What follows belongs to an exercise in optimizing a design on an open flow for small area and a short achievable clock period; a production flow would make more cautious choices. Only simulation tests tie the RTL to the original design; equivalence was not proved. Power is estimated from default activity; no workload was simulated.

==> flow/design.v <==
module tmds(
	input wire clk,
	input wire rst,
	input wire [7:0] din,
	output reg [9:0] encoded
);
	logic [8:0] q_m;
	logic [9:0] q_out;
	logic signed [31:0] n1, n0, n1q7, n0q7;
	logic signed [31:0] cnt;
	logic signed [31:0] cnt_next;
	function logic signed [31:0] countones(input logic [7:0] in);
		countones = 0;
		for (int i = 0; i < 8; i++) begin
			countones = countones + {31'b0, in[i]};
		end
	endfunction
	always @(posedge clk) begin
		n1 = countones(din);
		cnt_next = cnt;
		if (n1 > 4 || (n1 == 4 && din[0] == 0)) begin
			q_m[0] = din[0];
			q_m[1] = !(q_m[0] ^ din[1]);
			q_m[2] = !(q_m[1] ^ din[2]);
			q_m[3] = !(q_m[2] ^ din[3]);
			q_m[4] = !(q_m[3] ^ din[4]);
			q_m[5] = !(q_m[4] ^ din[5]);
			q_m[6] = !(q_m[5] ^ din[6]);
			q_m[7] = !(q_m[6] ^ din[7]);
			q_m[8] = 0;
		end else begin
			q_m[0] = din[0];
			q_m[1] = q_m[0] ^ din[1];
			q_m[2] = q_m[1] ^ din[2];
			q_m[3] = q_m[2] ^ din[3];
			q_m[4] = q_m[3] ^ din[4];
			q_m[5] = q_m[4] ^ din[5];
			q_m[6] = q_m[5] ^ din[6];
			q_m[7] = q_m[6] ^ din[7];
			q_m[8] = 1;
		end
		n1q7 = countones(q_m[7:0]);
		n0q7 = 8 - n1q7;
		if (cnt_next == 0 || n1q7 == n0q7) begin
			q_out[9] = ~q_m[8];
			q_out[8] = q_m[8];
			q_out[7:0] = q_m[8] ? q_m[7:0] : ~q_m[7:0];
			if (q_m[8] == 0) begin
				cnt_next = cnt_next + (n0q7 - n1q7);
			end else begin
				cnt_next = cnt_next + (n1q7 - n0q7);
			end
		end else begin
			if ((cnt_next > 0 && n1q7 > n0q7) || (cnt_next < 0 && n0q7 > n1q7)) begin
				q_out[9] = 1;
				q_out[8] = q_m[8];
				q_out[7:0] = ~q_m[7:0];
				cnt_next = cnt_next + 2 * q_m[8] + (n0q7 - n1q7);
			end else begin
				q_out[9] = 0;
				q_out[8] = q_m[8];
				q_out[7:0] = q_m[7:0];
				cnt_next = cnt_next - 2 * !q_m[8] + (n1q7 - n0q7);
			end
		end
		encoded <= q_out;
		cnt <= rst ? 0 : cnt_next;
	end
endmodule
module gol(
	input wire clk,
	input wire rst,
	input wire [2:0] left,
	input wire [2:0] right,
	input logic [9:0] x,
	input logic [9:0] y,
	output logic [7:0] r,
	output logic [7:0] g,
	output logic [7:0] b
);
	parameter WIDTH  = 10;
	parameter HEIGHT = 9;
	parameter DELAY_BIT = 10;
	logic board[HEIGHT][WIDTH];
	assign board[0][0] = 1'b0;
	assign board[1][0] = 1'b0;
	assign board[2][0] = 1'b0;
	assign board[3][0] = left[0];
	assign board[4][0] = left[1];
	assign board[5][0] = left[2];
	assign board[6][0] = 1'b0;
	assign board[7][0] = 1'b0;
	assign board[8][0] = 1'b0;
	assign board[0][WIDTH - 1] = 1'b0;
	assign board[1][WIDTH - 1] = 1'b0;
	assign board[2][WIDTH - 1] = 1'b0;
	assign board[3][WIDTH - 1] = right[0];
	assign board[4][WIDTH - 1] = right[1];
	assign board[5][WIDTH - 1] = right[2];
	assign board[6][WIDTH - 1] = 1'b0;
	assign board[7][WIDTH - 1] = 1'b0;
	assign board[8][WIDTH - 1] = 1'b0;
	logic [9:0] l_score;
	logic [9:0] r_score;
	reg [DELAY_BIT:0] delay_counter;
	always @(posedge clk) begin
		if (rst) delay_counter <= 0;
		else delay_counter <= delay_counter[DELAY_BIT] ? 0 : delay_counter + 1;
	end
	wire step = !rst && delay_counter == {1'b0, {DELAY_BIT{1'b1}}};
	always @(posedge clk) begin
		if (rst) begin
			r_score <= 0;
			l_score <= 0;
		end else if (step) begin
			r_score <= r_score + ($countones({
			  1'b0, board[0][1], board[2][1]
			}) == 3) + ($countones({
			  board[0][1], board[1][1], board[2][1]
			}) == 3) + ($countones({
			  board[1][1], board[2][1], board[3][1]
			}) == 3) + ($countones({
			  board[5][1], board[6][1], board[7][1]
			}) == 3) + ($countones({
			  board[6][1], board[7][1], board[8][1]
			}) == 3) + ($countones({
			  board[7][1], board[8][1], board[0][1]
			}) == 3);
			l_score <= l_score + ($countones({
			  1'b0, board[0][8], board[2][8]
			}) == 3) + ($countones({
			  board[0][8], board[1][8], board[2][8]
			}) == 3) + ($countones({
			  board[1][8], board[2][8], board[3][8]
			}) == 3) + ($countones({
			  board[5][8], board[6][8], board[7][8]
			}) == 3) + ($countones({
			  board[6][8], board[7][8], board[8][8]
			}) == 3) + ($countones({
			  board[7][8], board[8][8], board[0][8]
			}) == 3);
		end
	end
always @(posedge clk) begin
if (rst) begin
for (int i = 0; i < HEIGHT; i++) begin
	for (int j = 1; j < WIDTH - 1; j++) begin
		board[i][j] <=
			(i == 6 && j == 6) ||
			(i == 7 && j == 7) ||
			(i == 8 && j == 5) ||
			(i == 8 && j == 6) ||
			(i == 8 && j == 7);
	end
end
end else if (step) begin
board[0][1] <= ((board[0][1] && $countones({
                  board[8][0],
                  board[8][1],
                  board[8][2],
                  board[0][0],
                  board[0][2],
                  board[1][0],
                  board[1][1],
                  board[1][2]
                })
             == 2) || $countones({
                  board[8][0],
                  board[8][1],
                  board[8][2],
                  board[0][0],
                  board[0][2],
                  board[1][0],
                  board[1][1],
                  board[1][2]
                })
             == 3);
board[1][1] <= ((board[1][1] && $countones({
                  board[0][0],
                  board[0][1],
                  board[0][2],
                  board[1][0],
                  board[1][2],
                  board[2][0],
                  board[2][1],
                  board[2][2]
                })
             == 2) || $countones({
                  board[0][0],
                  board[0][1],
                  board[0][2],
                  board[1][0],
                  board[1][2],
                  board[2][0],
                  board[2][1],
                  board[2][2]
                })
             == 3);
board[2][1] <= ((board[2][1] && $countones({
                  board[1][0],
                  board[1][1],
                  board[1][2],
                  board[2][0],
                  board[2][2],
                  board[3][0],
                  board[3][1],
                  board[3][2]
                })
             == 2) || $countones({
                  board[1][0],
                  board[1][1],
                  board[1][2],
                  board[2][0],
                  board[2][2],
                  board[3][0],
                  board[3][1],
                  board[3][2]
                })
             == 3);
board[3][1] <= ((board[3][1] && $countones({
                  board[2][0],
                  board[2][1],
                  board[2][2],
                  board[3][0],
                  board[3][2],
                  board[4][0],
                  board[4][1],
                  board[4][2]
                })
             == 2) || $countones({
                  board[2][0],
                  board[2][1],
                  board[2][2],
                  board[3][0],
                  board[3][2],
                  board[4][0],
                  board[4][1],
                  board[4][2]
                })
             == 3);
board[4][1] <= ((board[4][1] && $countones({
                  board[3][0],
                  board[3][1],
                  board[3][2],
                  board[4][0],
                  board[4][2],
                  board[5][0],
                  board[5][1],
                  board[5][2]
                })
             == 2) || $countones({
                  board[3][0],
                  board[3][1],
                  board[3][2],
                  board[4][0],
                  board[4][2],
                  board[5][0],
                  board[5][1],
                  board[5][2]
                })
             == 3);
board[5][1] <= ((board[5][1] && $countones({
                  board[4][0],
                  board[4][1],
                  board[4][2],
                  board[5][0],
                  board[5][2],
                  board[6][0],
                  board[6][1],
                  board[6][2]
                })
             == 2) || $countones({
                  board[4][0],
                  board[4][1],
                  board[4][2],
                  board[5][0],
                  board[5][2],
                  board[6][0],
                  board[6][1],
                  board[6][2]
                })
             == 3);
board[6][1] <= ((board[6][1] && $countones({
                  board[5][0],
                  board[5][1],
                  board[5][2],
                  board[6][0],
                  board[6][2],
                  board[7][0],
                  board[7][1],
                  board[7][2]
                })
             == 2) || $countones({
                  board[5][0],
                  board[5][1],
                  board[5][2],
                  board[6][0],
                  board[6][2],
                  board[7][0],
                  board[7][1],
                  board[7][2]
                })
             == 3);
board[7][1] <= ((board[7][1] && $countones({
                  board[6][0],
                  board[6][1],
                  board[6][2],
                  board[7][0],
                  board[7][2],
                  board[8][0],
                  board[8][1],
                  board[8][2]
                })
             == 2) || $countones({
                  board[6][0],
                  board[6][1],
                  board[6][2],
                  board[7][0],
                  board[7][2],
                  board[8][0],
                  board[8][1],
                  board[8][2]
                })
             == 3);
board[8][1] <= ((board[8][1] && $countones({
                  board[7][0],
                  board[7][1],
                  board[7][2],
                  board[8][0],
                  board[8][2],
                  board[0][0],
                  board[0][1],
                  board[0][2]
                })
             == 2) || $countones({
                  board[7][0],
                  board[7][1],
                  board[7][2],
                  board[8][0],
                  board[8][2],
                  board[0][0],
                  board[0][1],
                  board[0][2]
                })
             == 3);
board[0][2] <= ((board[0][2] && $countones({
                  board[8][1],
                  board[8][2],
                  board[8][3],
                  board[0][1],
                  board[0][3],
                  board[1][1],
                  board[1][2],
                  board[1][3]
                })
             == 2) || $countones({
                  board[8][1],
                  board[8][2],
                  board[8][3],
                  board[0][1],
                  board[0][3],
                  board[1][1],
                  board[1][2],
                  board[1][3]
                })
             == 3);
board[1][2] <= ((board[1][2] && $countones({
                  board[0][1],
                  board[0][2],
                  board[0][3],
                  board[1][1],
                  board[1][3],
                  board[2][1],
                  board[2][2],
                  board[2][3]
                })
             == 2) || $countones({
                  board[0][1],
                  board[0][2],
                  board[0][3],
                  board[1][1],
                  board[1][3],
                  board[2][1],
                  board[2][2],
                  board[2][3]
                })
             == 3);
board[2][2] <= ((board[2][2] && $countones({
                  board[1][1],
                  board[1][2],
                  board[1][3],
                  board[2][1],
                  board[2][3],
                  board[3][1],
                  board[3][2],
                  board[3][3]
                })
             == 2) || $countones({
                  board[1][1],
                  board[1][2],
                  board[1][3],
                  board[2][1],
                  board[2][3],
                  board[3][1],
                  board[3][2],
                  board[3][3]
                })
             == 3);
board[3][2] <= ((board[3][2] && $countones({
                  board[2][1],
                  board[2][2],
                  board[2][3],
                  board[3][1],
                  board[3][3],
                  board[4][1],
                  board[4][2],
                  board[4][3]
                })
             == 2) || $countones({
                  board[2][1],
                  board[2][2],
                  board[2][3],
                  board[3][1],
                  board[3][3],
                  board[4][1],
                  board[4][2],
                  board[4][3]
                })
             == 3);
board[4][2] <= ((board[4][2] && $countones({
                  board[3][1],
                  board[3][2],
                  board[3][3],
                  board[4][1],
                  board[4][3],
                  board[5][1],
                  board[5][2],
                  board[5][3]
                })
             == 2) || $countones({
                  board[3][1],
                  board[3][2],
                  board[3][3],
                  board[4][1],
                  board[4][3],
                  board[5][1],
                  board[5][2],
                  board[5][3]
                })
             == 3);
board[5][2] <= ((board[5][2] && $countones({
                  board[4][1],
                  board[4][2],
                  board[4][3],
                  board[5][1],
                  board[5][3],
                  board[6][1],
                  board[6][2],
                  board[6][3]
                })
             == 2) || $countones({
                  board[4][1],
                  board[4][2],
                  board[4][3],
                  board[5][1],
                  board[5][3],
                  board[6][1],
                  board[6][2],
                  board[6][3]
                })
             == 3);
board[6][2] <= ((board[6][2] && $countones({
                  board[5][1],
                  board[5][2],
                  board[5][3],
                  board[6][1],
                  board[6][3],
                  board[7][1],
                  board[7][2],
                  board[7][3]
                })
             == 2) || $countones({
                  board[5][1],
                  board[5][2],
                  board[5][3],
                  board[6][1],
                  board[6][3],
                  board[7][1],
                  board[7][2],
                  board[7][3]
                })
             == 3);
board[7][2] <= ((board[7][2] && $countones({
                  board[6][1],
                  board[6][2],
                  board[6][3],
                  board[7][1],
                  board[7][3],
                  board[8][1],
                  board[8][2],
                  board[8][3]
                })
             == 2) || $countones({
                  board[6][1],
                  board[6][2],
                  board[6][3],
                  board[7][1],
                  board[7][3],
                  board[8][1],
                  board[8][2],
                  board[8][3]
                })
             == 3);
board[8][2] <= ((board[8][2] && $countones({
                  board[7][1],
                  board[7][2],
                  board[7][3],
                  board[8][1],
                  board[8][3],
                  board[0][1],
                  board[0][2],
                  board[0][3]
                })
             == 2) || $countones({
                  board[7][1],
                  board[7][2],
                  board[7][3],
                  board[8][1],
                  board[8][3],
                  board[0][1],
                  board[0][2],
                  board[0][3]
                })
             == 3);
board[0][3] <= ((board[0][3] && $countones({
                  board[8][2],
                  board[8][3],
                  board[8][4],
                  board[0][2],
                  board[0][4],
                  board[1][2],
                  board[1][3],
                  board[1][4]
                })
             == 2) || $countones({
                  board[8][2],
                  board[8][3],
                  board[8][4],
                  board[0][2],
                  board[0][4],
                  board[1][2],
                  board[1][3],
                  board[1][4]
                })
             == 3);
board[1][3] <= ((board[1][3] && $countones({
                  board[0][2],
                  board[0][3],
                  board[0][4],
                  board[1][2],
                  board[1][4],
                  board[2][2],
                  board[2][3],
                  board[2][4]
                })
             == 2) || $countones({
                  board[0][2],
                  board[0][3],
                  board[0][4],
                  board[1][2],
                  board[1][4],
                  board[2][2],
                  board[2][3],
                  board[2][4]
                })
             == 3);
board[2][3] <= ((board[2][3] && $countones({
                  board[1][2],
                  board[1][3],
                  board[1][4],
                  board[2][2],
                  board[2][4],
                  board[3][2],
                  board[3][3],
                  board[3][4]
                })
             == 2) || $countones({
                  board[1][2],
                  board[1][3],
                  board[1][4],
                  board[2][2],
                  board[2][4],
                  board[3][2],
                  board[3][3],
                  board[3][4]
                })
             == 3);
board[3][3] <= ((board[3][3] && $countones({
                  board[2][2],
                  board[2][3],
                  board[2][4],
                  board[3][2],
                  board[3][4],
                  board[4][2],
                  board[4][3],
                  board[4][4]
                })
             == 2) || $countones({
                  board[2][2],
                  board[2][3],
                  board[2][4],
                  board[3][2],
                  board[3][4],
                  board[4][2],
                  board[4][3],
                  board[4][4]
                })
             == 3);
board[4][3] <= ((board[4][3] && $countones({
                  board[3][2],
                  board[3][3],
                  board[3][4],
                  board[4][2],
                  board[4][4],
                  board[5][2],
                  board[5][3],
                  board[5][4]
                })
             == 2) || $countones({
                  board[3][2],
                  board[3][3],
                  board[3][4],
                  board[4][2],
                  board[4][4],
                  board[5][2],
                  board[5][3],
                  board[5][4]
                })
             == 3);
board[5][3] <= ((board[5][3] && $countones({
                  board[4][2],
                  board[4][3],
                  board[4][4],
                  board[5][2],
                  board[5][4],
                  board[6][2],
                  board[6][3],
                  board[6][4]
                })
             == 2) || $countones({
                  board[4][2],
                  board[4][3],
                  board[4][4],
                  board[5][2],
                  board[5][4],
                  board[6][2],
                  board[6][3],
                  board[6][4]
                })
             == 3);
board[6][3] <= ((board[6][3] && $countones({
                  board[5][2],
                  board[5][3],
                  board[5][4],
                  board[6][2],
                  board[6][4],
                  board[7][2],
                  board[7][3],
                  board[7][4]
                })
             == 2) || $countones({
                  board[5][2],
                  board[5][3],
                  board[5][4],
                  board[6][2],
                  board[6][4],
                  board[7][2],
                  board[7][3],
                  board[7][4]
                })
             == 3);
board[7][3] <= ((board[7][3] && $countones({
                  board[6][2],
                  board[6][3],
                  board[6][4],
                  board[7][2],
                  board[7][4],
                  board[8][2],
                  board[8][3],
                  board[8][4]
                })
             == 2) || $countones({
                  board[6][2],
                  board[6][3],
                  board[6][4],
                  board[7][2],
                  board[7][4],
                  board[8][2],
                  board[8][3],
                  board[8][4]
                })
             == 3);
board[8][3] <= ((board[8][3] && $countones({
                  board[7][2],
                  board[7][3],
                  board[7][4],
                  board[8][2],
                  board[8][4],
                  board[0][2],
                  board[0][3],
                  board[0][4]
                })
             == 2) || $countones({
                  board[7][2],
                  board[7][3],
                  board[7][4],
                  board[8][2],
                  board[8][4],
                  board[0][2],
                  board[0][3],
                  board[0][4]
                })
             == 3);
board[0][4] <= ((board[0][4] && $countones({
                  board[8][3],
                  board[8][4],
                  board[8][5],
                  board[0][3],
                  board[0][5],
                  board[1][3],
                  board[1][4],
                  board[1][5]
                })
             == 2) || $countones({
                  board[8][3],
                  board[8][4],
                  board[8][5],
                  board[0][3],
                  board[0][5],
                  board[1][3],
                  board[1][4],
                  board[1][5]
                })
             == 3);
board[1][4] <= ((board[1][4] && $countones({
                  board[0][3],
                  board[0][4],
                  board[0][5],
                  board[1][3],
                  board[1][5],
                  board[2][3],
                  board[2][4],
                  board[2][5]
                })
             == 2) || $countones({
                  board[0][3],
                  board[0][4],
                  board[0][5],
                  board[1][3],
                  board[1][5],
                  board[2][3],
                  board[2][4],
                  board[2][5]
                })
             == 3);
board[2][4] <= ((board[2][4] && $countones({
                  board[1][3],
                  board[1][4],
                  board[1][5],
                  board[2][3],
                  board[2][5],
                  board[3][3],
                  board[3][4],
                  board[3][5]
                })
             == 2) || $countones({
                  board[1][3],
                  board[1][4],
                  board[1][5],
                  board[2][3],
                  board[2][5],
                  board[3][3],
                  board[3][4],
                  board[3][5]
                })
             == 3);
board[3][4] <= ((board[3][4] && $countones({
                  board[2][3],
                  board[2][4],
                  board[2][5],
                  board[3][3],
                  board[3][5],
                  board[4][3],
                  board[4][4],
                  board[4][5]
                })
             == 2) || $countones({
                  board[2][3],
                  board[2][4],
                  board[2][5],
                  board[3][3],
                  board[3][5],
                  board[4][3],
                  board[4][4],
                  board[4][5]
                })
             == 3);
board[4][4] <= ((board[4][4] && $countones({
                  board[3][3],
                  board[3][4],
                  board[3][5],
                  board[4][3],
                  board[4][5],
                  board[5][3],
                  board[5][4],
                  board[5][5]
                })
             == 2) || $countones({
                  board[3][3],
                  board[3][4],
                  board[3][5],
                  board[4][3],
                  board[4][5],
                  board[5][3],
                  board[5][4],
                  board[5][5]
                })
             == 3);
board[5][4] <= ((board[5][4] && $countones({
                  board[4][3],
                  board[4][4],
                  board[4][5],
                  board[5][3],
                  board[5][5],
                  board[6][3],
                  board[6][4],
                  board[6][5]
                })
             == 2) || $countones({
                  board[4][3],
                  board[4][4],
                  board[4][5],
                  board[5][3],
                  board[5][5],
                  board[6][3],
                  board[6][4],
                  board[6][5]
                })
             == 3);
board[6][4] <= ((board[6][4] && $countones({
                  board[5][3],
                  board[5][4],
                  board[5][5],
                  board[6][3],
                  board[6][5],
                  board[7][3],
                  board[7][4],
                  board[7][5]
                })
             == 2) || $countones({
                  board[5][3],
                  board[5][4],
                  board[5][5],
                  board[6][3],
                  board[6][5],
                  board[7][3],
                  board[7][4],
                  board[7][5]
                })
             == 3);
board[7][4] <= ((board[7][4] && $countones({
                  board[6][3],
                  board[6][4],
                  board[6][5],
                  board[7][3],
                  board[7][5],
                  board[8][3],
                  board[8][4],
                  board[8][5]
                })
             == 2) || $countones({
                  board[6][3],
                  board[6][4],
                  board[6][5],
                  board[7][3],
                  board[7][5],
                  board[8][3],
                  board[8][4],
                  board[8][5]
                })
             == 3);
board[8][4] <= ((board[8][4] && $countones({
                  board[7][3],
                  board[7][4],
                  board[7][5],
                  board[8][3],
                  board[8][5],
                  board[0][3],
                  board[0][4],
                  board[0][5]
                })
             == 2) || $countones({
                  board[7][3],
                  board[7][4],
                  board[7][5],
                  board[8][3],
                  board[8][5],
                  board[0][3],
                  board[0][4],
                  board[0][5]
                })
             == 3);
board[0][5] <= ((board[0][5] && $countones({
                  board[8][4],
                  board[8][5],
                  board[8][6],
                  board[0][4],
                  board[0][6],
                  board[1][4],
                  board[1][5],
                  board[1][6]
                })
             == 2) || $countones({
                  board[8][4],
                  board[8][5],
                  board[8][6],
                  board[0][4],
                  board[0][6],
                  board[1][4],
                  board[1][5],
                  board[1][6]
                })
             == 3);
board[1][5] <= ((board[1][5] && $countones({
                  board[0][4],
                  board[0][5],
                  board[0][6],
                  board[1][4],
                  board[1][6],
                  board[2][4],
                  board[2][5],
                  board[2][6]
                })
             == 2) || $countones({
                  board[0][4],
                  board[0][5],
                  board[0][6],
                  board[1][4],
                  board[1][6],
                  board[2][4],
                  board[2][5],
                  board[2][6]
                })
             == 3);
board[2][5] <= ((board[2][5] && $countones({
                  board[1][4],
                  board[1][5],
                  board[1][6],
                  board[2][4],
                  board[2][6],
                  board[3][4],
                  board[3][5],
                  board[3][6]
                })
             == 2) || $countones({
                  board[1][4],
                  board[1][5],
                  board[1][6],
                  board[2][4],
                  board[2][6],
                  board[3][4],
                  board[3][5],
                  board[3][6]
                })
             == 3);
board[3][5] <= ((board[3][5] && $countones({
                  board[2][4],
                  board[2][5],
                  board[2][6],
                  board[3][4],
                  board[3][6],
                  board[4][4],
                  board[4][5],
                  board[4][6]
                })
             == 2) || $countones({
                  board[2][4],
                  board[2][5],
                  board[2][6],
                  board[3][4],
                  board[3][6],
                  board[4][4],
                  board[4][5],
                  board[4][6]
                })
             == 3);
board[4][5] <= ((board[4][5] && $countones({
                  board[3][4],
                  board[3][5],
                  board[3][6],
                  board[4][4],
                  board[4][6],
                  board[5][4],
                  board[5][5],
                  board[5][6]
                })
             == 2) || $countones({
                  board[3][4],
                  board[3][5],
                  board[3][6],
                  board[4][4],
                  board[4][6],
                  board[5][4],
                  board[5][5],
                  board[5][6]
                })
             == 3);
board[5][5] <= ((board[5][5] && $countones({
                  board[4][4],
                  board[4][5],
                  board[4][6],
                  board[5][4],
                  board[5][6],
                  board[6][4],
                  board[6][5],
                  board[6][6]
                })
             == 2) || $countones({
                  board[4][4],
                  board[4][5],
                  board[4][6],
                  board[5][4],
                  board[5][6],
                  board[6][4],
                  board[6][5],
                  board[6][6]
                })
             == 3);
board[6][5] <= ((board[6][5] && $countones({
                  board[5][4],
                  board[5][5],
                  board[5][6],
                  board[6][4],
                  board[6][6],
                  board[7][4],
                  board[7][5],
                  board[7][6]
                })
             == 2) || $countones({
                  board[5][4],
                  board[5][5],
                  board[5][6],
                  board[6][4],
                  board[6][6],
                  board[7][4],
                  board[7][5],
                  board[7][6]
                })
             == 3);
board[7][5] <= ((board[7][5] && $countones({
                  board[6][4],
                  board[6][5],
                  board[6][6],
                  board[7][4],
                  board[7][6],
                  board[8][4],
                  board[8][5],
                  board[8][6]
                })
             == 2) || $countones({
                  board[6][4],
                  board[6][5],
                  board[6][6],
                  board[7][4],
                  board[7][6],
                  board[8][4],
                  board[8][5],
                  board[8][6]
                })
             == 3);
board[8][5] <= ((board[8][5] && $countones({
                  board[7][4],
                  board[7][5],
                  board[7][6],
                  board[8][4],
                  board[8][6],
                  board[0][4],
                  board[0][5],
                  board[0][6]
                })
             == 2) || $countones({
                  board[7][4],
                  board[7][5],
                  board[7][6],
                  board[8][4],
                  board[8][6],
                  board[0][4],
                  board[0][5],
                  board[0][6]
                })
             == 3);
board[0][6] <= ((board[0][6] && $countones({
                  board[8][5],
                  board[8][6],
                  board[8][7],
                  board[0][5],
                  board[0][7],
                  board[1][5],
                  board[1][6],
                  board[1][7]
                })
             == 2) || $countones({
                  board[8][5],
                  board[8][6],
                  board[8][7],
                  board[0][5],
                  board[0][7],
                  board[1][5],
                  board[1][6],
                  board[1][7]
                })
             == 3);
board[1][6] <= ((board[1][6] && $countones({
                  board[0][5],
                  board[0][6],
                  board[0][7],
                  board[1][5],
                  board[1][7],
                  board[2][5],
                  board[2][6],
                  board[2][7]
                })
             == 2) || $countones({
                  board[0][5],
                  board[0][6],
                  board[0][7],
                  board[1][5],
                  board[1][7],
                  board[2][5],
                  board[2][6],
                  board[2][7]
                })
             == 3);
board[2][6] <= ((board[2][6] && $countones({
                  board[1][5],
                  board[1][6],
                  board[1][7],
                  board[2][5],
                  board[2][7],
                  board[3][5],
                  board[3][6],
                  board[3][7]
                })
             == 2) || $countones({
                  board[1][5],
                  board[1][6],
                  board[1][7],
                  board[2][5],
                  board[2][7],
                  board[3][5],
                  board[3][6],
                  board[3][7]
                })
             == 3);
board[3][6] <= ((board[3][6] && $countones({
                  board[2][5],
                  board[2][6],
                  board[2][7],
                  board[3][5],
                  board[3][7],
                  board[4][5],
                  board[4][6],
                  board[4][7]
                })
             == 2) || $countones({
                  board[2][5],
                  board[2][6],
                  board[2][7],
                  board[3][5],
                  board[3][7],
                  board[4][5],
                  board[4][6],
                  board[4][7]
                })
             == 3);
board[4][6] <= ((board[4][6] && $countones({
                  board[3][5],
                  board[3][6],
                  board[3][7],
                  board[4][5],
                  board[4][7],
                  board[5][5],
                  board[5][6],
                  board[5][7]
                })
             == 2) || $countones({
                  board[3][5],
                  board[3][6],
                  board[3][7],
                  board[4][5],
                  board[4][7],
                  board[5][5],
                  board[5][6],
                  board[5][7]
                })
             == 3);
board[5][6] <= ((board[5][6] && $countones({
                  board[4][5],
                  board[4][6],
                  board[4][7],
                  board[5][5],
                  board[5][7],
                  board[6][5],
                  board[6][6],
                  board[6][7]
                })
             == 2) || $countones({
                  board[4][5],
                  board[4][6],
                  board[4][7],
                  board[5][5],
                  board[5][7],
                  board[6][5],
                  board[6][6],
                  board[6][7]
                })
             == 3);
board[6][6] <= ((board[6][6] && $countones({
                  board[5][5],
                  board[5][6],
                  board[5][7],
                  board[6][5],
                  board[6][7],
                  board[7][5],
                  board[7][6],
                  board[7][7]
                })
             == 2) || $countones({
                  board[5][5],
                  board[5][6],
                  board[5][7],
                  board[6][5],
                  board[6][7],
                  board[7][5],
                  board[7][6],
                  board[7][7]
                })
             == 3);
board[7][6] <= ((board[7][6] && $countones({
                  board[6][5],
                  board[6][6],
                  board[6][7],
                  board[7][5],
                  board[7][7],
                  board[8][5],
                  board[8][6],
                  board[8][7]
                })
             == 2) || $countones({
                  board[6][5],
                  board[6][6],
                  board[6][7],
                  board[7][5],
                  board[7][7],
                  board[8][5],
                  board[8][6],
                  board[8][7]
                })
             == 3);
board[8][6] <= ((board[8][6] && $countones({
                  board[7][5],
                  board[7][6],
                  board[7][7],
                  board[8][5],
                  board[8][7],
                  board[0][5],
                  board[0][6],
                  board[0][7]
                })
             == 2) || $countones({
                  board[7][5],
                  board[7][6],
                  board[7][7],
                  board[8][5],
                  board[8][7],
                  board[0][5],
                  board[0][6],
                  board[0][7]
                })
             == 3);
board[0][7] <= ((board[0][7] && $countones({
                  board[8][6],
                  board[8][7],
                  board[8][8],
                  board[0][6],
                  board[0][8],
                  board[1][6],
                  board[1][7],
                  board[1][8]
                })
             == 2) || $countones({
                  board[8][6],
                  board[8][7],
                  board[8][8],
                  board[0][6],
                  board[0][8],
                  board[1][6],
                  board[1][7],
                  board[1][8]
                })
             == 3);
board[1][7] <= ((board[1][7] && $countones({
                  board[0][6],
                  board[0][7],
                  board[0][8],
                  board[1][6],
                  board[1][8],
                  board[2][6],
                  board[2][7],
                  board[2][8]
                })
             == 2) || $countones({
                  board[0][6],
                  board[0][7],
                  board[0][8],
                  board[1][6],
                  board[1][8],
                  board[2][6],
                  board[2][7],
                  board[2][8]
                })
             == 3);
board[2][7] <= ((board[2][7] && $countones({
                  board[1][6],
                  board[1][7],
                  board[1][8],
                  board[2][6],
                  board[2][8],
                  board[3][6],
                  board[3][7],
                  board[3][8]
                })
             == 2) || $countones({
                  board[1][6],
                  board[1][7],
                  board[1][8],
                  board[2][6],
                  board[2][8],
                  board[3][6],
                  board[3][7],
                  board[3][8]
                })
             == 3);
board[3][7] <= ((board[3][7] && $countones({
                  board[2][6],
                  board[2][7],
                  board[2][8],
                  board[3][6],
                  board[3][8],
                  board[4][6],
                  board[4][7],
                  board[4][8]
                })
             == 2) || $countones({
                  board[2][6],
                  board[2][7],
                  board[2][8],
                  board[3][6],
                  board[3][8],
                  board[4][6],
                  board[4][7],
                  board[4][8]
                })
             == 3);
board[4][7] <= ((board[4][7] && $countones({
                  board[3][6],
                  board[3][7],
                  board[3][8],
                  board[4][6],
                  board[4][8],
                  board[5][6],
                  board[5][7],
                  board[5][8]
                })
             == 2) || $countones({
                  board[3][6],
                  board[3][7],
                  board[3][8],
                  board[4][6],
                  board[4][8],
                  board[5][6],
                  board[5][7],
                  board[5][8]
                })
             == 3);
board[5][7] <= ((board[5][7] && $countones({
                  board[4][6],
                  board[4][7],
                  board[4][8],
                  board[5][6],
                  board[5][8],
                  board[6][6],
                  board[6][7],
                  board[6][8]
                })
             == 2) || $countones({
                  board[4][6],
                  board[4][7],
                  board[4][8],
                  board[5][6],
                  board[5][8],
                  board[6][6],
                  board[6][7],
                  board[6][8]
                })
             == 3);
board[6][7] <= ((board[6][7] && $countones({
                  board[5][6],
                  board[5][7],
                  board[5][8],
                  board[6][6],
                  board[6][8],
                  board[7][6],
                  board[7][7],
                  board[7][8]
                })
             == 2) || $countones({
                  board[5][6],
                  board[5][7],
                  board[5][8],
                  board[6][6],
                  board[6][8],
                  board[7][6],
                  board[7][7],
                  board[7][8]
                })
             == 3);
board[7][7] <= ((board[7][7] && $countones({
                  board[6][6],
                  board[6][7],
                  board[6][8],
                  board[7][6],
                  board[7][8],
                  board[8][6],
                  board[8][7],
                  board[8][8]
                })
             == 2) || $countones({
                  board[6][6],
                  board[6][7],
                  board[6][8],
                  board[7][6],
                  board[7][8],
                  board[8][6],
                  board[8][7],
                  board[8][8]
                })
             == 3);
board[8][7] <= ((board[8][7] && $countones({
                  board[7][6],
                  board[7][7],
                  board[7][8],
                  board[8][6],
                  board[8][8],
                  board[0][6],
                  board[0][7],
                  board[0][8]
                })
             == 2) || $countones({
                  board[7][6],
                  board[7][7],
                  board[7][8],
                  board[8][6],
                  board[8][8],
                  board[0][6],
                  board[0][7],
                  board[0][8]
                })
             == 3);
board[0][8] <= ((board[0][8] && $countones({
                  board[8][7],
                  board[8][8],
                  board[8][9],
                  board[0][7],
                  board[0][9],
                  board[1][7],
                  board[1][8],
                  board[1][9]
                })
             == 2) || $countones({
                  board[8][7],
                  board[8][8],
                  board[8][9],
                  board[0][7],
                  board[0][9],
                  board[1][7],
                  board[1][8],
                  board[1][9]
                })
             == 3);
board[1][8] <= ((board[1][8] && $countones({
                  board[0][7],
                  board[0][8],
                  board[0][9],
                  board[1][7],
                  board[1][9],
                  board[2][7],
                  board[2][8],
                  board[2][9]
                })
             == 2) || $countones({
                  board[0][7],
                  board[0][8],
                  board[0][9],
                  board[1][7],
                  board[1][9],
                  board[2][7],
                  board[2][8],
                  board[2][9]
                })
             == 3);
board[2][8] <= ((board[2][8] && $countones({
                  board[1][7],
                  board[1][8],
                  board[1][9],
                  board[2][7],
                  board[2][9],
                  board[3][7],
                  board[3][8],
                  board[3][9]
                })
             == 2) || $countones({
                  board[1][7],
                  board[1][8],
                  board[1][9],
                  board[2][7],
                  board[2][9],
                  board[3][7],
                  board[3][8],
                  board[3][9]
                })
             == 3);
board[3][8] <= ((board[3][8] && $countones({
                  board[2][7],
                  board[2][8],
                  board[2][9],
                  board[3][7],
                  board[3][9],
                  board[4][7],
                  board[4][8],
                  board[4][9]
                })
             == 2) || $countones({
                  board[2][7],
                  board[2][8],
                  board[2][9],
                  board[3][7],
                  board[3][9],
                  board[4][7],
                  board[4][8],
                  board[4][9]
                })
             == 3);
board[4][8] <= ((board[4][8] && $countones({
                  board[3][7],
                  board[3][8],
                  board[3][9],
                  board[4][7],
                  board[4][9],
                  board[5][7],
                  board[5][8],
                  board[5][9]
                })
             == 2) || $countones({
                  board[3][7],
                  board[3][8],
                  board[3][9],
                  board[4][7],
                  board[4][9],
                  board[5][7],
                  board[5][8],
                  board[5][9]
                })
             == 3);
board[5][8] <= ((board[5][8] && $countones({
                  board[4][7],
                  board[4][8],
                  board[4][9],
                  board[5][7],
                  board[5][9],
                  board[6][7],
                  board[6][8],
                  board[6][9]
                })
             == 2) || $countones({
                  board[4][7],
                  board[4][8],
                  board[4][9],
                  board[5][7],
                  board[5][9],
                  board[6][7],
                  board[6][8],
                  board[6][9]
                })
             == 3);
board[6][8] <= ((board[6][8] && $countones({
                  board[5][7],
                  board[5][8],
                  board[5][9],
                  board[6][7],
                  board[6][9],
                  board[7][7],
                  board[7][8],
                  board[7][9]
                })
             == 2) || $countones({
                  board[5][7],
                  board[5][8],
                  board[5][9],
                  board[6][7],
                  board[6][9],
                  board[7][7],
                  board[7][8],
                  board[7][9]
                })
             == 3);
board[7][8] <= ((board[7][8] && $countones({
                  board[6][7],
                  board[6][8],
                  board[6][9],
                  board[7][7],
                  board[7][9],
                  board[8][7],
                  board[8][8],
                  board[8][9]
                })
             == 2) || $countones({
                  board[6][7],
                  board[6][8],
                  board[6][9],
                  board[7][7],
                  board[7][9],
                  board[8][7],
                  board[8][8],
                  board[8][9]
                })
             == 3);
board[8][8] <= ((board[8][8] && $countones({
                  board[7][7],
                  board[7][8],
                  board[7][9],
                  board[8][7],
                  board[8][9],
                  board[0][7],
                  board[0][8],
                  board[0][9]
                })
             == 2) || $countones({
                  board[7][7],
                  board[7][8],
                  board[7][9],
                  board[8][7],
                  board[8][9],
                  board[0][7],
                  board[0][8],
                  board[0][9]
                })
             == 3);
end
end
	always_comb begin
		if (x % 32 == 0 || y % 32 == 0) begin
			{r, g, b} = 24'h180802;
		end else if (x > 32 * 1 && x < 32 * 2 && y < 32 * 12 && y > 32 * 3) begin
			{r, g, b} = l_score[y / 32 - 3] ? 24'h8d479b : 0;
		end else if (x > 32 * 18 && x < 32 * 19 && y < 32 * 12 && y > 32 * 3) begin
			{r, g, b} = r_score[y / 32 - 3] ? 24'h479b7c : 0;
		end else if (x < 32 * 5 || x > 32 * 15 || y < 32 * 3 || y > 32 * 12) begin
			{r, g, b} = 24'h000000;
		end else begin
			{r, g, b} = board[y / 32 - 3][x / 32 - 5] ? 0 : 24'hffffff;
		end
	end
endmodule
`default_nettype none
module top(
	input wire clk,
	input wire rst,
	input wire [2:0] left,
	input wire [2:0] right,
	output wire [9:0] tmds_ch0,
	output wire [9:0] tmds_ch1,
	output wire [9:0] tmds_ch2,
	output wire [5:0] leds
);
	assign leds[5:0] = {left, right};
	localparam [9:0] FRAME_WIDTH = 800;
	localparam [9:0] FRAME_HEIGHT = 525;
	localparam [9:0] SCREEN_WIDTH = 640;
	localparam [9:0] SCREEN_HEIGHT = 480;
	localparam [9:0] HSYNC_PULSE_START = 16;
	localparam [9:0] HSYNC_PULSE_SIZE = 96;
	localparam [9:0] VSYNC_PULSE_START = 10;
	localparam [9:0] VSYNC_PULSE_SIZE = 2;
	wire pxl_clk = clk;
	logic [9:0] x;
	logic [9:0] y;
	logic hsync, vsync;
	logic data_enable;
	always @(posedge pxl_clk) begin
		if (rst) begin
			x <= 0;
			y <= 0;
		end else begin
			if (x == FRAME_WIDTH - 1) begin
				x <= 0;
				y <= y == FRAME_HEIGHT - 1 ? 0 : y + 1;
			end else x <= x + 1;
		end
	end
	always @(posedge pxl_clk) begin
		hsync <= !(SCREEN_WIDTH + HSYNC_PULSE_START <= x && x < SCREEN_WIDTH + HSYNC_PULSE_START + HSYNC_PULSE_SIZE);
		if (y == SCREEN_HEIGHT + VSYNC_PULSE_START) vsync <= !(x >= SCREEN_WIDTH + HSYNC_PULSE_START);
		else if (y == SCREEN_HEIGHT + VSYNC_PULSE_START + VSYNC_PULSE_SIZE) vsync <= 1'b0;  
		else vsync <= !(y >= SCREEN_HEIGHT + VSYNC_PULSE_START && y < SCREEN_HEIGHT + VSYNC_PULSE_START + VSYNC_PULSE_SIZE);
	end
	always @(posedge pxl_clk) begin
		if (rst) begin
			data_enable <= 0;
		end else begin
			data_enable <= x < SCREEN_WIDTH && y < SCREEN_HEIGHT;
		end
	end
	logic [7:0] r, g, b;
	logic [9:0] r_enc, g_enc, b_enc;
	tmds r_t(pxl_clk, rst, r, r_enc);
	tmds g_t(pxl_clk, rst, g, g_enc);
	tmds b_t(pxl_clk, rst, b, b_enc);
	gol gol(clk, rst, left, right, x, y, r, g, b);
	reg [9:0] tmds_logical_vals[2:0];
	always @(posedge pxl_clk) begin
		if (data_enable) begin
			tmds_logical_vals[0] <= b_enc;
		end else begin
		    case({vsync, hsync})
			2'b00: tmds_logical_vals[0] <= 10'b1101010100;
			2'b01: tmds_logical_vals[0] <= 10'b0010101011;
			2'b10: tmds_logical_vals[0] <= 10'b0101010100;
			2'b11: tmds_logical_vals[0] <= 10'b1010101011;
		    endcase
		end
		tmds_logical_vals[1] <= data_enable ? g_enc : 10'b1101010100;
		tmds_logical_vals[2] <= data_enable ? r_enc : 10'b1101010100;
	end
	assign tmds_ch0 = tmds_logical_vals[0];
	assign tmds_ch1 = tmds_logical_vals[1];
	assign tmds_ch2 = tmds_logical_vals[2];
endmodule
==> flow/run.sh <==
#!/bin/bash
# synth_recipe.tcl (not shown) runs the flow's synth.tcl, then flattens the netlist and writes it again
# the make line also repeats each setting of config.mk as NAME=value (left out here)
make -C /OpenROAD-flow-scripts/flow DESIGN_CONFIG=/design/flow/config.mk WORK_HOME=/design/flow/orfs CLKGATE_MAP_FILE= SYNTH_SCRIPT=/design/flow/synth_recipe.tcl finish
==> flow/config.mk <==
export PLATFORM = sky130hd
export DESIGN_NAME = top
export DESIGN_NICKNAME = top
export VERILOG_FILES = /design/flow/design.v
export SDC_FILE = /design/flow/constraint.sdc
export NUM_CORES = 4
export LEC_CHECK = 0
export CAP_MARGIN = 20
export CORE_MARGIN = 2
export CORE_UTILIZATION = 40
export PLACE_DENSITY = 0.6
export SLEW_MARGIN = 20
==> flow/constraint.sdc <==
create_clock -name core_clock -period 14.0 [get_ports {clk}]
set_input_delay 2.8000 -clock core_clock [delete_from_list [all_inputs] [get_ports {clk}]]
set_output_delay 2.8000 -clock core_clock [all_outputs]
set_load 0.01 [all_outputs]
==> results.yml <==
timing:
  rsz0062_at_grt: "yes"
  worst_pin_slew_ps: 1020
  slew_headroom_pct: 31.6
  finalCritPeriodShare_pct: 96.1
  final_hold_viol_count: 0
  setup_violations: 0
  slew_violations: 0
  skew_ps: 39.0
  timing.fmax_mhz: 74.3
  whs_ps: 408
  min_period_ps: 13460
cells_and_area:
  layout-area-overhead-vs-synth_pct: 9.85
  multi_input_comb_area_sq_um: 40500
  drive_above_1_share_pct: 6.26
  finalNonFillerCells: 7861
  n_fill_cell: 12500
  fin_util_pct: 44.2
  seqCellArea_sq_um: 5570
  nets: 7492
  n_antenna_cell: 0
die:
  die_area_sq_um: 129000
  fp.dieH_um: 359
  core_area_sq_um: 125000
  dieWidth_um: 359
  num_rows: 130
  start_util_pct: 40.2
  io_pins: 44
routing:
  ant_nets: 0
  drt_wl_total_mm: 144
  firstDrtPassIters: 6
  wl_per_cell_um: 18.3
  drc: 0
  vias_per_cell: 5.39
  vias: 42400
  drt_iter0_drc: 2568
synth:
  ys_async_sr_fraction_pct: 0
  syn_avg_cell_area_sq_um: 8.33
  yosys_warnings: 5
  synth_cell_types: 108
  netlist_area_sq_um: 50400
  synth_edf_count: 0
  ys_seq_area_share_pct: 11.0
  synth_top_area_cell: "ha_1"
  synth_top_area_share_pct: 20.7
  yosys_register_bits: 278
  yosysMostFrequentCell: "inv_1"
  ys.flop_type: "dfxtp_1"
  synth_common_cells: "1030 x inv_1, 835 x ha_1, 468 x fa_1"
  synthTopCellsByArea: "ha_1 21%, fa_1 19%, dfxtp_1 11%, inv_1 7.7%, xnor2_1 4.5%"
  syn-num-nets: 7361
  postSynthCellCount: 6050
power_and_ir_drop:
  p_seq_share_pct: 9.5
  total_power_w: 0.0118
  switching_power_w: 0.00602
  powerDensity_nw_per_um2: 214
  p_leak_nw: 26.1
  swShare_pct: 50.8
  internal-power_w: 0.00582
  power_frac_comb_pct: 80.8
  ir_drop_mv: 0.156
  clockPowerShare_pct: 9.7
global_route:
  overflow: 0
  grt_max_degree: 74
  grt_antenna_before_repair: 1
  track_usage_pct: 22.1
  grt_pass1_vias: 43000
  grt_pass1_wl_mm: 233
cts:
  root_buffer: "clkbuf_16"
  clock-sinks: 278
  cts_buffers: 42
  insertion_delay_ps: 630
  cts_hold_buf: 0
  cts_tree: "built"
  h-tree-depth: 2
  clk_path_buf_depth: 3
  clk_pin_slew_ps: 60
setup_path:
  cp_top_family: "adder cells"
  reg2reg_from: "y[6]$_SDFFE_PP0P_"
  cp.required_ps: 14540
  arrival_ps: 14000
  cp-end-kind: "flip-flop"
  r2r_setup_slack_ps: 840
  start_kind: "input pin"
  cpPeakStageDelay_ps: 570
  worstPathMaxFanout: 3
  crit_path_end: "r_t.cnt[30]$_SDFF_PP0_"
  cpMostUsedCell: "fa_1"
  cp_num_buf_inv: 7
  r2r_cells: 55
  critical_path_cell_count: 46
  cp_slowest_cell: "fa_1"
  startpoint: "right[2]"
  crit_type: "in2reg"
  reg2reg_to: "g_t.cnt[31]$_SDFF_PP0_"
status:
  status: "finished clean"
place:
  dp_hpwl_mm: 114
  gp_congestion: 0.916
  numPortBuffers: 43
  placed_cells: 7787
job:
  max_cap_viol_count: 0
hold_path:
  hold_class: "reg2reg"
## area by class of cell
class | instances | share of cell area, %
Clock inverter | 16 | 0.409
Timing Repair Buffer | 244 | 3.55
Sequential cell | 278 | 10.1
Tap cell | 1650 | 3.73
Clock buffer | 58 | 2.14
Inverter | 1032 | 7.01
Multi-Input combinational cell | 4583 | 73.1
## kinds of logic after synthesis
family / after synthesis / synth area share [%]
flops: 278 / 11.0
fa+ha+maj: 1303 / 39.3
mux: 74 / 1.68
buf+inv: 1189 / 9.12
xor+xnor: 426 / 7.54
compound gates: 1414 / 18.5
simple gates: 1366 / 12.8
## power groups by stage
stage	combinational, W	sequential [W]	clock, W
floorplan	0.00714	0.00108	0
global placement	0.00936	0.00114	0
detailed placement	0.00941	0.00114	0
CTS	0.00950	0.00113	0.00117
global route	0.0107	0.00115	0.00119
finish	0.00956	0.00113	0.00114
## worst min path at each step
stage,from,end,slack [ps],cells after the start
floorplan,g_t.encoded[2]$_DFF_P_,tmds_logical_vals[1][2]$_SDFF_PN1_,390,1
global placement,g_t.encoded[9]$_DFF_P_,tmds_logical_vals[1][9]$_SDFF_PN1_,390,1
detailed placement,r_t.encoded[8]$_DFF_P_,tmds_logical_vals[2][8]$_SDFF_PN1_,390,1
CTS,g_t.encoded[9]$_DFF_P_,tmds_logical_vals[1][9]$_SDFF_PN1_,410,1
global route,g_t.encoded[9]$_DFF_P_,tmds_logical_vals[1][9]$_SDFF_PN1_,410,1
finish,g_t.encoded[9]$_DFF_P_,tmds_logical_vals[1][9]$_SDFF_PN1_,410,1
## cells in the final DEF, fill, tap and decap left out, types with 63 or more instances in the layout
cell type,Yosys,final
fa_1,468,467
buf_4,16,199
o21a_1,65,64
a21o_1,108,108
a211oi_1,96,95
ha_1,835,831
inv_1,1030,1026
nor3_1,175,174
nand2b_1,63,63
nor2b_1,65,65
a21oi_1,423,419
xor2_1,160,159
nand2_1,312,312
xnor2_1,260,259
o21ai_0,268,263
dfxtp_1,278,274
nand3_1,91,91
nor2_1,434,433
## timing repair
action,4_1_cts,5_1_grt
hold endpoints to repair,0,0
buffers inserted,0,0
resized for setup,0,25
endpoints found under the setup margin,0,28
## metal layers
layer	global-route usage, %	share of wire, %	up-vias
li1	-	-	20700
met1	30.4	47	20600
met2	37.4	47	893
met3	2.15	4.2	176
met4	5.11	2.2	2
met5	0	0.0091	-
## worst register-to-register path: cells and delay by family (launching register included)
family / cells / cell delay, ps
fa+ha+maj: 17 / 6000
compound gates: 14 / 3320
buf+inv: 14 / 1460
simple gates: 8 / 1450
flops: 1 / 480
mux: 1 / 210
xor+xnor: 1 / 170
## flip-flops by register name, indices dropped and copies added (netlist names), 8 cells and up
register / count
b_t.cnt: 32
b_t.encoded: 8
g_t.cnt: 32
g_t.encoded: 10
gol.board: 72
gol.delay_counter: 11
gol.l_score: 10
gol.r_score: 10
r_t.cnt: 32
r_t.encoded: 10
tmds_logical_vals: 28
x: 10
y: 10
## metrics by stage
stage | cell area (sq um) | setup TNS (ps) | setup slack [ps]
global placement | 53900 | -428 | -189
global route | 55400 | -137 | -119
CTS | 55300 | 0 | 198
detailed placement | 53900 | -615 | -219
floorplan | 50500 | -81.2 | -81.2
finish | 55400 | 0 | 541

==> afterwards: timing with drivers on the ports <==
The results above use ideal ports. As a check the final layout listed here was re-extracted and re-timed, cells and wires unchanged.
Step 1 (the two cells are an assumption about what drives the block):
set clk [get_ports {clk}]
set_driving_cell -lib_cell sky130_fd_sc_hd__clkbuf_16 $clk
set_driving_cell -lib_cell sky130_fd_sc_hd__buf_2 [delete_from_list [all_inputs] $clk]
Step 2, shift: input delay + t, output delay - t, t = (earliest + latest rising clock arrival at the registers) / 2. This alone moves slack from input paths to output paths.
Three values: ideal, step 1, step 2; two values: the first two.
shift t [ns]: 0.676
slack for setup (ns): 0.541 / 0.581 / -0.096
pins driven straight from the clock port: 1
With both steps, setup timing fails in this run, where it was met with ideal ports. The setup slack of this run moves by +0.040 ns with the drivers and by -0.637 ns with both steps.
